Source: an optimization exercise on an open RTL-to-GDS flow (aim: small area and a short achievable clock period). Production flows keep margins and buffers that such runs may drop.

==> run a: inputs <==
==> flow/design.v (excerpt) <==
module LDL_crc32_dn_check #(parameter NUM = 16)(
  input  [8*NUM -1:0]        data,  
  input  [$clog2(NUM) -1:0]  bnum,  
  input         valid,
  input         eof  ,
  output reg    err  ,
  input         rst_n,
  input         clk
);
==> module crc_lanes, before the edit <==
module crc_lanes (input eof, input [3:0] bnum, output [15:1] en, output [15:1] dis);
wire [3:0] b = bnum;
wire q, p, nb3, w10, w21, w210, x10;
crc_fn_q  u_q  (.b(b), .e(eof), .y(q));           
crc_fn_p  u_p  (.b(b), .e(eof), .y(p));           
crc_fn_or2 u_w10 (.a(b[1]), .b(b[0]), .y(w10));
crc_fn_or2 u_w21 (.a(b[2]), .b(b[1]), .y(w21));
crc_fn_or3 u_w210 (.a(b[2]), .b(b[1]), .c(b[0]), .y(w210));
crc_fn_a21o u_x10 (.a1(b[1]), .a2(b[0]), .b1(b[2]), .y(x10));
crc_fn_nor3  u_d1  (.a(p), .b(b[2]), .c(b[1]), .y(dis[1]));
crc_fn_a211oi u_d2 (.a1(b[1]), .a2(b[0]), .b1(b[2]), .c1(p), .y(dis[2]));
crc_fn_nor2  u_d3  (.a(p), .b(b[2]), .y(dis[3]));
crc_fn_a21oi u_d4  (.a1(b[2]), .a2(w10), .b1(p), .y(dis[4]));
crc_fn_a21oi u_d5  (.a1(b[2]), .a2(b[1]), .b1(p), .y(dis[5]));
crc_fn_a31oi u_d6  (.a1(b[2]), .a2(b[1]), .a3(b[0]), .b1(p), .y(dis[6]));
crc_fn_d7    u_d7  (.b(b), .e(eof), .y(dis[7]));   
crc_fn_a21oi u_d8  (.a1(b[3]), .a2(w210), .b1(q), .y(dis[8]));
crc_fn_a21oi u_d9  (.a1(b[3]), .a2(w21), .b1(q), .y(dis[9]));
crc_fn_a21oi u_d10 (.a1(b[3]), .a2(x10), .b1(q), .y(dis[10]));
crc_fn_a21oi u_d11 (.a1(b[3]), .a2(b[2]), .b1(q), .y(dis[11]));
crc_fn_a31oi u_d12 (.a1(b[3]), .a2(b[2]), .a3(w10), .b1(q), .y(dis[12]));
crc_fn_a31oi u_d13 (.a1(b[3]), .a2(b[2]), .a3(b[1]), .b1(q), .y(dis[13]));
crc_fn_a41oi u_d14 (.a1(b[3]), .a2(b[2]), .a3(b[1]), .a4(b[0]), .b1(q), .y(dis[14]));
crc_fn_d15   u_d15 (.b(b), .e(eof), .y(dis[15]));  
wire q2, p2;
crc_fn_q  u_q2 (.b(b), .e(eof), .y(q2));
crc_fn_p  u_p2 (.b(b), .e(eof), .y(p2));
crc_fn_or3 u_e1 (.a(p2), .b(b[2]), .c(b[1]), .y(en[1]));
crc_fn_a211o u_e2 (.a1(b[1]), .a2(b[0]), .b1(b[2]), .c1(p2), .y(en[2]));
crc_fn_or2 u_e3 (.a(p2), .b(b[2]), .y(en[3]));
crc_fn_a21o u_e4 (.a1(b[2]), .a2(w10), .b1(p2), .y(en[4]));
crc_fn_a21o u_e5 (.a1(b[2]), .a2(b[1]), .b1(p2), .y(en[5]));
crc_fn_a31o u_e6 (.a1(b[2]), .a2(b[1]), .a3(b[0]), .b1(p2), .y(en[6]));
crc_fn_p u_e7 (.b(b), .e(eof), .y(en[7]));
crc_fn_a21o u_e8 (.a1(b[3]), .a2(w210), .b1(q2), .y(en[8]));
crc_fn_a21o u_e9 (.a1(b[3]), .a2(w21), .b1(q2), .y(en[9]));
crc_fn_a21o u_e10 (.a1(b[3]), .a2(x10), .b1(q2), .y(en[10]));
crc_fn_a21o u_e11 (.a1(b[3]), .a2(b[2]), .b1(q2), .y(en[11]));
crc_fn_a31o u_e12 (.a1(b[3]), .a2(b[2]), .a3(w10), .b1(q2), .y(en[12]));
crc_fn_a31o u_e13 (.a1(b[3]), .a2(b[2]), .a3(b[1]), .b1(q2), .y(en[13]));
crc_fn_a41o u_e14 (.a1(b[3]), .a2(b[2]), .a3(b[1]), .a4(b[0]), .b1(q2), .y(en[14]));
crc_fn_q u_e15 (.b(b), .e(eof), .y(en[15]));
endmodule
==> module crc_fn_a211o, before the edit <==
module crc_fn_a211o (input a1, input a2, input b1, input c1, output y);
assign y = (a1 & a2) | b1 | c1;
endmodule
==> module crc_fn_a31o, before the edit <==
module crc_fn_a31o (input a1, input a2, input a3, input b1, output y);
assign y = (a1 & a2 & a3) | b1;
endmodule
==> module crc_fn_a41o, before the edit <==
module crc_fn_a41o (input a1, input a2, input a3, input a4, input b1, output y);
assign y = (a1 & a2 & a3 & a4) | b1;
endmodule
==> flow/config.mk <==
export PLATFORM = sky130hd
export DESIGN_NAME = LDL_crc32_dn_check
export DESIGN_NICKNAME = LDL_crc32_dn_check
export VERILOG_FILES = /design/flow/design.v
export SDC_FILE = /design/flow/constraint.sdc
export NUM_CORES = 4
export LEC_CHECK = 0
export ABC_CLOCK_PERIOD_IN_PS = 1500
export CAP_MARGIN = 20
export CORE_MARGIN = 2
export CORE_UTILIZATION = 50
export PLACE_DENSITY = 0.75
export SLEW_MARGIN = 20
export SYNTH_HIERARCHICAL = 1
export SYNTH_MINIMUM_KEEP_SIZE = 0
==> flow/constraint.sdc <==
create_clock -name core_clock -period 24.0 [get_ports {clk}]
set_input_delay 4.8000 -clock core_clock [delete_from_list [all_inputs] [get_ports {clk}]]
set_output_delay 4.8000 -clock core_clock [all_outputs]
set_load 0.01 [all_outputs]
standard.sh (not shown) runs the stock make flow with config.mk's settings and CLKGATE_MAP_FILE= SYNTH_SCRIPT=/design/flow/synth_recipe.tcl, a recipe that flattens the netlist after the stock synthesis.
==> flow/flow/run.sh <==
#!/bin/bash
# Layout: the standard ORFS flow (standard.sh) with the standard synthesis, and these
# changes to how the rest of the layout is made:
#  - port buffers are sky130_fd_sc_hd__buf_1 cells (buffer_ports -buffer_cell) instead of
#    the delay-buffer cells buffer_ports picks by default;
#  - after synthesis, the delay cells (clkdlybuf4s*, dlygate*, dlymetal*) join the
#    platform's DONT_USE_CELLS, so placement and repair do not use them;
set -euo pipefail
bash standard.sh synth > make_synth.log 2>&1
export BUFFER_PORTS_ARGS="-buffer_cell sky130_fd_sc_hd__buf_1"
DU="sky130_fd_sc_hd__probe_p_8 sky130_fd_sc_hd__probec_p_8 sky130_fd_sc_hd__lpflow_bleeder_1 sky130_fd_sc_hd__lpflow_clkbufkapwr_1 sky130_fd_sc_hd__lpflow_clkbufkapwr_16 sky130_fd_sc_hd__lpflow_clkbufkapwr_2 sky130_fd_sc_hd__lpflow_clkbufkapwr_4 sky130_fd_sc_hd__lpflow_clkbufkapwr_8 sky130_fd_sc_hd__lpflow_clkinvkapwr_1 sky130_fd_sc_hd__lpflow_clkinvkapwr_16 sky130_fd_sc_hd__lpflow_clkinvkapwr_2 sky130_fd_sc_hd__lpflow_clkinvkapwr_4 sky130_fd_sc_hd__lpflow_clkinvkapwr_8 sky130_fd_sc_hd__lpflow_decapkapwr_12 sky130_fd_sc_hd__lpflow_decapkapwr_3 sky130_fd_sc_hd__lpflow_decapkapwr_4 sky130_fd_sc_hd__lpflow_decapkapwr_6 sky130_fd_sc_hd__lpflow_decapkapwr_8 sky130_fd_sc_hd__lpflow_inputiso0n_1 sky130_fd_sc_hd__lpflow_inputiso0p_1 sky130_fd_sc_hd__lpflow_inputiso1n_1 sky130_fd_sc_hd__lpflow_inputiso1p_1 sky130_fd_sc_hd__lpflow_inputisolatch_1 sky130_fd_sc_hd__lpflow_isobufsrc_1 sky130_fd_sc_hd__lpflow_isobufsrc_16 sky130_fd_sc_hd__lpflow_isobufsrc_2 sky130_fd_sc_hd__lpflow_isobufsrc_4 sky130_fd_sc_hd__lpflow_isobufsrc_8 sky130_fd_sc_hd__lpflow_isobufsrckapwr_16 sky130_fd_sc_hd__lpflow_lsbuf_lh_hl_isowell_tap_1 sky130_fd_sc_hd__lpflow_lsbuf_lh_hl_isowell_tap_2 sky130_fd_sc_hd__lpflow_lsbuf_lh_hl_isowell_tap_4 sky130_fd_sc_hd__lpflow_lsbuf_lh_isowell_4 sky130_fd_sc_hd__lpflow_lsbuf_lh_isowell_tap_1 sky130_fd_sc_hd__lpflow_lsbuf_lh_isowell_tap_2 sky130_fd_sc_hd__lpflow_lsbuf_lh_isowell_tap_4"
DU="$DU sky130_fd_sc_hd__clkdlybuf4s15_1 sky130_fd_sc_hd__clkdlybuf4s15_2 sky130_fd_sc_hd__clkdlybuf4s18_1 sky130_fd_sc_hd__clkdlybuf4s18_2 sky130_fd_sc_hd__clkdlybuf4s25_1 sky130_fd_sc_hd__clkdlybuf4s25_2 sky130_fd_sc_hd__clkdlybuf4s50_1 sky130_fd_sc_hd__clkdlybuf4s50_2 sky130_fd_sc_hd__dlygate4sd1_1 sky130_fd_sc_hd__dlygate4sd2_1 sky130_fd_sc_hd__dlygate4sd3_1 sky130_fd_sc_hd__dlymetal6s2s_1 sky130_fd_sc_hd__dlymetal6s4s_1 sky130_fd_sc_hd__dlymetal6s6s_1"
bash standard.sh "DONT_USE_CELLS=$DU" SETUP_SLACK_MARGIN=14 finish > make_finish.log 2>&1
==> run b (differences from run a) <==
--- a/flow/design.v
+++ b/flow/design.v
@@ -1374,22 +1374,19 @@
 crc_fn_a41oi u_d14 (.a1(b[3]), .a2(b[2]), .a3(b[1]), .a4(b[0]), .b1(q), .y(dis[14]));
 crc_fn_d15   u_d15 (.b(b), .e(eof), .y(dis[15]));  
-wire q2, p2;
-crc_fn_q  u_q2 (.b(b), .e(eof), .y(q2));
-crc_fn_p  u_p2 (.b(b), .e(eof), .y(p2));
-crc_fn_or3 u_e1 (.a(p2), .b(b[2]), .c(b[1]), .y(en[1]));
-crc_fn_a211o u_e2 (.a1(b[1]), .a2(b[0]), .b1(b[2]), .c1(p2), .y(en[2]));
-crc_fn_or2 u_e3 (.a(p2), .b(b[2]), .y(en[3]));
-crc_fn_a21o u_e4 (.a1(b[2]), .a2(w10), .b1(p2), .y(en[4]));
-crc_fn_a21o u_e5 (.a1(b[2]), .a2(b[1]), .b1(p2), .y(en[5]));
-crc_fn_a31o u_e6 (.a1(b[2]), .a2(b[1]), .a3(b[0]), .b1(p2), .y(en[6]));
-crc_fn_p u_e7 (.b(b), .e(eof), .y(en[7]));
-crc_fn_a21o u_e8 (.a1(b[3]), .a2(w210), .b1(q2), .y(en[8]));
-crc_fn_a21o u_e9 (.a1(b[3]), .a2(w21), .b1(q2), .y(en[9]));
-crc_fn_a21o u_e10 (.a1(b[3]), .a2(x10), .b1(q2), .y(en[10]));
-crc_fn_a21o u_e11 (.a1(b[3]), .a2(b[2]), .b1(q2), .y(en[11]));
-crc_fn_a31o u_e12 (.a1(b[3]), .a2(b[2]), .a3(w10), .b1(q2), .y(en[12]));
-crc_fn_a31o u_e13 (.a1(b[3]), .a2(b[2]), .a3(b[1]), .b1(q2), .y(en[13]));
-crc_fn_a41o u_e14 (.a1(b[3]), .a2(b[2]), .a3(b[1]), .a4(b[0]), .b1(q2), .y(en[14]));
-crc_fn_q u_e15 (.b(b), .e(eof), .y(en[15]));
+crc_fn_inv u_e1 (.a(dis[1]), .y(en[1]));
+crc_fn_inv u_e2 (.a(dis[2]), .y(en[2]));
+crc_fn_inv u_e3 (.a(dis[3]), .y(en[3]));
+crc_fn_inv u_e4 (.a(dis[4]), .y(en[4]));
+crc_fn_inv u_e5 (.a(dis[5]), .y(en[5]));
+crc_fn_inv u_e6 (.a(dis[6]), .y(en[6]));
+crc_fn_inv u_e7 (.a(dis[7]), .y(en[7]));
+crc_fn_inv u_e8 (.a(dis[8]), .y(en[8]));
+crc_fn_inv u_e9 (.a(dis[9]), .y(en[9]));
+crc_fn_inv u_e10 (.a(dis[10]), .y(en[10]));
+crc_fn_inv u_e11 (.a(dis[11]), .y(en[11]));
+crc_fn_inv u_e12 (.a(dis[12]), .y(en[12]));
+crc_fn_inv u_e13 (.a(dis[13]), .y(en[13]));
+crc_fn_inv u_e14 (.a(dis[14]), .y(en[14]));
+crc_fn_inv u_e15 (.a(dis[15]), .y(en[15]));
 endmodule
 module crc_fn_q (input [3:0] b, input e, output y);
@@ -1432,12 +1429,6 @@
 assign y = ~((a1 & a2) | b1 | c1);
 endmodule
-module crc_fn_a211o (input a1, input a2, input b1, input c1, output y);
-assign y = (a1 & a2) | b1 | c1;
-endmodule
-module crc_fn_a31o (input a1, input a2, input a3, input b1, output y);
-assign y = (a1 & a2 & a3) | b1;
-endmodule
-module crc_fn_a41o (input a1, input a2, input a3, input a4, input b1, output y);
-assign y = (a1 & a2 & a3 & a4) | b1;
+module crc_fn_inv (input a, output y);
+assign y = ~a;
 endmodule
 module crc_nand2 (input a, input b, output y);
--- a/flow/flow/run.sh
+++ b/flow/flow/run.sh
@@ -11,3 +11,3 @@
 DU="sky130_fd_sc_hd__probe_p_8 sky130_fd_sc_hd__probec_p_8 sky130_fd_sc_hd__lpflow_bleeder_1 sky130_fd_sc_hd__lpflow_clkbufkapwr_1 sky130_fd_sc_hd__lpflow_clkbufkapwr_16 sky130_fd_sc_hd__lpflow_clkbufkapwr_2 sky130_fd_sc_hd__lpflow_clkbufkapwr_4 sky130_fd_sc_hd__lpflow_clkbufkapwr_8 sky130_fd_sc_hd__lpflow_clkinvkapwr_1 sky130_fd_sc_hd__lpflow_clkinvkapwr_16 sky130_fd_sc_hd__lpflow_clkinvkapwr_2 sky130_fd_sc_hd__lpflow_clkinvkapwr_4 sky130_fd_sc_hd__lpflow_clkinvkapwr_8 sky130_fd_sc_hd__lpflow_decapkapwr_12 sky130_fd_sc_hd__lpflow_decapkapwr_3 sky130_fd_sc_hd__lpflow_decapkapwr_4 sky130_fd_sc_hd__lpflow_decapkapwr_6 sky130_fd_sc_hd__lpflow_decapkapwr_8 sky130_fd_sc_hd__lpflow_inputiso0n_1 sky130_fd_sc_hd__lpflow_inputiso0p_1 sky130_fd_sc_hd__lpflow_inputiso1n_1 sky130_fd_sc_hd__lpflow_inputiso1p_1 sky130_fd_sc_hd__lpflow_inputisolatch_1 sky130_fd_sc_hd__lpflow_isobufsrc_1 sky130_fd_sc_hd__lpflow_isobufsrc_16 sky130_fd_sc_hd__lpflow_isobufsrc_2 sky130_fd_sc_hd__lpflow_isobufsrc_4 sky130_fd_sc_hd__lpflow_isobufsrc_8 sky130_fd_sc_hd__lpflow_isobufsrckapwr_16 sky130_fd_sc_hd__lpflow_lsbuf_lh_hl_isowell_tap_1 sky130_fd_sc_hd__lpflow_lsbuf_lh_hl_isowell_tap_2 sky130_fd_sc_hd__lpflow_lsbuf_lh_hl_isowell_tap_4 sky130_fd_sc_hd__lpflow_lsbuf_lh_isowell_4 sky130_fd_sc_hd__lpflow_lsbuf_lh_isowell_tap_1 sky130_fd_sc_hd__lpflow_lsbuf_lh_isowell_tap_2 sky130_fd_sc_hd__lpflow_lsbuf_lh_isowell_tap_4"
 DU="$DU sky130_fd_sc_hd__clkdlybuf4s15_1 sky130_fd_sc_hd__clkdlybuf4s15_2 sky130_fd_sc_hd__clkdlybuf4s18_1 sky130_fd_sc_hd__clkdlybuf4s18_2 sky130_fd_sc_hd__clkdlybuf4s25_1 sky130_fd_sc_hd__clkdlybuf4s25_2 sky130_fd_sc_hd__clkdlybuf4s50_1 sky130_fd_sc_hd__clkdlybuf4s50_2 sky130_fd_sc_hd__dlygate4sd1_1 sky130_fd_sc_hd__dlygate4sd2_1 sky130_fd_sc_hd__dlygate4sd3_1 sky130_fd_sc_hd__dlymetal6s2s_1 sky130_fd_sc_hd__dlymetal6s4s_1 sky130_fd_sc_hd__dlymetal6s6s_1"
-bash standard.sh "DONT_USE_CELLS=$DU" SETUP_SLACK_MARGIN=14 finish > make_finish.log 2>&1
+bash standard.sh "DONT_USE_CELLS=$DU" SETUP_SLACK_MARGIN=13 finish > make_finish.log 2>&1
==> run c (differences from run a) <==
--- a/flow/design.v
+++ b/flow/design.v
@@ -1374,22 +1374,19 @@
 crc_fn_a41oi u_d14 (.a1(b[3]), .a2(b[2]), .a3(b[1]), .a4(b[0]), .b1(q), .y(dis[14]));
 crc_fn_d15   u_d15 (.b(b), .e(eof), .y(dis[15]));  
-wire q2, p2;
-crc_fn_q  u_q2 (.b(b), .e(eof), .y(q2));
-crc_fn_p  u_p2 (.b(b), .e(eof), .y(p2));
-crc_fn_or3 u_e1 (.a(p2), .b(b[2]), .c(b[1]), .y(en[1]));
-crc_fn_a211o u_e2 (.a1(b[1]), .a2(b[0]), .b1(b[2]), .c1(p2), .y(en[2]));
-crc_fn_or2 u_e3 (.a(p2), .b(b[2]), .y(en[3]));
-crc_fn_a21o u_e4 (.a1(b[2]), .a2(w10), .b1(p2), .y(en[4]));
-crc_fn_a21o u_e5 (.a1(b[2]), .a2(b[1]), .b1(p2), .y(en[5]));
-crc_fn_a31o u_e6 (.a1(b[2]), .a2(b[1]), .a3(b[0]), .b1(p2), .y(en[6]));
-crc_fn_p u_e7 (.b(b), .e(eof), .y(en[7]));
-crc_fn_a21o u_e8 (.a1(b[3]), .a2(w210), .b1(q2), .y(en[8]));
-crc_fn_a21o u_e9 (.a1(b[3]), .a2(w21), .b1(q2), .y(en[9]));
-crc_fn_a21o u_e10 (.a1(b[3]), .a2(x10), .b1(q2), .y(en[10]));
-crc_fn_a21o u_e11 (.a1(b[3]), .a2(b[2]), .b1(q2), .y(en[11]));
-crc_fn_a31o u_e12 (.a1(b[3]), .a2(b[2]), .a3(w10), .b1(q2), .y(en[12]));
-crc_fn_a31o u_e13 (.a1(b[3]), .a2(b[2]), .a3(b[1]), .b1(q2), .y(en[13]));
-crc_fn_a41o u_e14 (.a1(b[3]), .a2(b[2]), .a3(b[1]), .a4(b[0]), .b1(q2), .y(en[14]));
-crc_fn_q u_e15 (.b(b), .e(eof), .y(en[15]));
+crc_fn_inv u_e1 (.a(dis[1]), .y(en[1]));
+crc_fn_inv u_e2 (.a(dis[2]), .y(en[2]));
+crc_fn_inv u_e3 (.a(dis[3]), .y(en[3]));
+crc_fn_inv u_e4 (.a(dis[4]), .y(en[4]));
+crc_fn_inv u_e5 (.a(dis[5]), .y(en[5]));
+crc_fn_inv u_e6 (.a(dis[6]), .y(en[6]));
+crc_fn_inv u_e7 (.a(dis[7]), .y(en[7]));
+crc_fn_inv u_e8 (.a(dis[8]), .y(en[8]));
+crc_fn_inv u_e9 (.a(dis[9]), .y(en[9]));
+crc_fn_inv u_e10 (.a(dis[10]), .y(en[10]));
+crc_fn_inv u_e11 (.a(dis[11]), .y(en[11]));
+crc_fn_inv u_e12 (.a(dis[12]), .y(en[12]));
+crc_fn_inv u_e13 (.a(dis[13]), .y(en[13]));
+crc_fn_inv u_e14 (.a(dis[14]), .y(en[14]));
+crc_fn_inv u_e15 (.a(dis[15]), .y(en[15]));
 endmodule
 module crc_fn_q (input [3:0] b, input e, output y);
@@ -1432,12 +1429,6 @@
 assign y = ~((a1 & a2) | b1 | c1);
 endmodule
-module crc_fn_a211o (input a1, input a2, input b1, input c1, output y);
-assign y = (a1 & a2) | b1 | c1;
-endmodule
-module crc_fn_a31o (input a1, input a2, input a3, input b1, output y);
-assign y = (a1 & a2 & a3) | b1;
-endmodule
-module crc_fn_a41o (input a1, input a2, input a3, input a4, input b1, output y);
-assign y = (a1 & a2 & a3 & a4) | b1;
+module crc_fn_inv (input a, output y);
+assign y = ~a;
 endmodule
 module crc_nand2 (input a, input b, output y);
--- a/flow/flow/run.sh
+++ b/flow/flow/run.sh
@@ -11,3 +11,3 @@
 DU="sky130_fd_sc_hd__probe_p_8 sky130_fd_sc_hd__probec_p_8 sky130_fd_sc_hd__lpflow_bleeder_1 sky130_fd_sc_hd__lpflow_clkbufkapwr_1 sky130_fd_sc_hd__lpflow_clkbufkapwr_16 sky130_fd_sc_hd__lpflow_clkbufkapwr_2 sky130_fd_sc_hd__lpflow_clkbufkapwr_4 sky130_fd_sc_hd__lpflow_clkbufkapwr_8 sky130_fd_sc_hd__lpflow_clkinvkapwr_1 sky130_fd_sc_hd__lpflow_clkinvkapwr_16 sky130_fd_sc_hd__lpflow_clkinvkapwr_2 sky130_fd_sc_hd__lpflow_clkinvkapwr_4 sky130_fd_sc_hd__lpflow_clkinvkapwr_8 sky130_fd_sc_hd__lpflow_decapkapwr_12 sky130_fd_sc_hd__lpflow_decapkapwr_3 sky130_fd_sc_hd__lpflow_decapkapwr_4 sky130_fd_sc_hd__lpflow_decapkapwr_6 sky130_fd_sc_hd__lpflow_decapkapwr_8 sky130_fd_sc_hd__lpflow_inputiso0n_1 sky130_fd_sc_hd__lpflow_inputiso0p_1 sky130_fd_sc_hd__lpflow_inputiso1n_1 sky130_fd_sc_hd__lpflow_inputiso1p_1 sky130_fd_sc_hd__lpflow_inputisolatch_1 sky130_fd_sc_hd__lpflow_isobufsrc_1 sky130_fd_sc_hd__lpflow_isobufsrc_16 sky130_fd_sc_hd__lpflow_isobufsrc_2 sky130_fd_sc_hd__lpflow_isobufsrc_4 sky130_fd_sc_hd__lpflow_isobufsrc_8 sky130_fd_sc_hd__lpflow_isobufsrckapwr_16 sky130_fd_sc_hd__lpflow_lsbuf_lh_hl_isowell_tap_1 sky130_fd_sc_hd__lpflow_lsbuf_lh_hl_isowell_tap_2 sky130_fd_sc_hd__lpflow_lsbuf_lh_hl_isowell_tap_4 sky130_fd_sc_hd__lpflow_lsbuf_lh_isowell_4 sky130_fd_sc_hd__lpflow_lsbuf_lh_isowell_tap_1 sky130_fd_sc_hd__lpflow_lsbuf_lh_isowell_tap_2 sky130_fd_sc_hd__lpflow_lsbuf_lh_isowell_tap_4"
 DU="$DU sky130_fd_sc_hd__clkdlybuf4s15_1 sky130_fd_sc_hd__clkdlybuf4s15_2 sky130_fd_sc_hd__clkdlybuf4s18_1 sky130_fd_sc_hd__clkdlybuf4s18_2 sky130_fd_sc_hd__clkdlybuf4s25_1 sky130_fd_sc_hd__clkdlybuf4s25_2 sky130_fd_sc_hd__clkdlybuf4s50_1 sky130_fd_sc_hd__clkdlybuf4s50_2 sky130_fd_sc_hd__dlygate4sd1_1 sky130_fd_sc_hd__dlygate4sd2_1 sky130_fd_sc_hd__dlygate4sd3_1 sky130_fd_sc_hd__dlymetal6s2s_1 sky130_fd_sc_hd__dlymetal6s4s_1 sky130_fd_sc_hd__dlymetal6s6s_1"
-bash standard.sh "DONT_USE_CELLS=$DU" SETUP_SLACK_MARGIN=14 finish > make_finish.log 2>&1
+bash standard.sh "DONT_USE_CELLS=$DU" SETUP_SLACK_MARGIN=14.5 finish > make_finish.log 2>&1
==> metrics.md <==
| Metric | Value |
|---|---|
| Distinct cell type count after synthesis | 34 |
| Status | finished clean |
| CP max-delay cell | xor2_1 |
| Setup repair bufs after CTS | 6 |
| Number of non-clock buffers | between 150 and 200 |
| Max stage delay on crit path | 0.62 ns |
| Die Span Y | around 150 microns |
| Layout non-clock buf frac | under 10% |
| Area occupied by multi-input gates | around 0.0097 sq mm |
| Vias in the first global route | about 9300 |
| Fin crit share | 41.8% |
| Met1 wire length | 20200 microns |
The numbers above come from run a.

==> metrics.md <==
| Metric | Value |
|---|---|
| Distinct cell type count after synthesis | 31 |
| Number of non-clock buffers | roughly 180 |
| Vias in the first global route | roughly 9100 |
| CP max-delay cell | xor2_2 |
| Setup repair bufs after CTS | 6 |
| Die Span Y | 144 microns |
| Layout non-clock buf frac | under 10% |
| Fin crit share | about two fifths |
| Status | finished clean |
| Met1 wire length | between 15000 and 20000 microns |
The numbers above come from run c.

==> metrics.md <==
| Metric | Value |
|---|---|
| Status | finished clean |
| Setup repair bufs after CTS | 0 |
| Met1 wire length | between 15000 and 20000 microns |
| Layout non-clock buf frac | 5.61% |
| Max stage delay on crit path | 0.63 ns |
| Number of non-clock buffers | between 150 and 200 |
The numbers above come from run b.

No functional check of the RTL was part of any run of this note.

==> re-timing with driven ports <==
In the flow no input, the clock included, has a driving cell. The finished layouts below were timed again as built, in two steps.
Step 1, drivers: a clkbuf_16 drives clk and a buf_2 each remaining input, both assumed.
Step 2 times the ports against the registers' clock, not the clock port: input delays grow and output delays shrink by t, the midpoint of the rising clock arrivals with the driver on.
a / b / c = ideal ports / drivers / drivers and shift; a / b = the first two.
run | t, ns | setup slack, ns | hold WS [ns] | worst data-port slew with drivers (ns) | cell pins on the clock port's net
run a | 0.312 | 13.958 / 13.970 / 13.658 | 0.489 / 0.489 / 0.489 | 0.06 | 1
run b | 0.309 | 13.049 / 13.055 / 12.746 | 0.490 / 0.490 / 0.490 | 0.06 | 1
run c | 0.312 | 14.465 / 14.476 / 14.163 | 0.506 / 0.506 / 0.506 | 0.06 | 1
After both steps every run listed still meets setup and hold. For run b, which loses most, drivers alone change the setup slack by +0.006 ns; drivers and shift together by -0.303 ns.
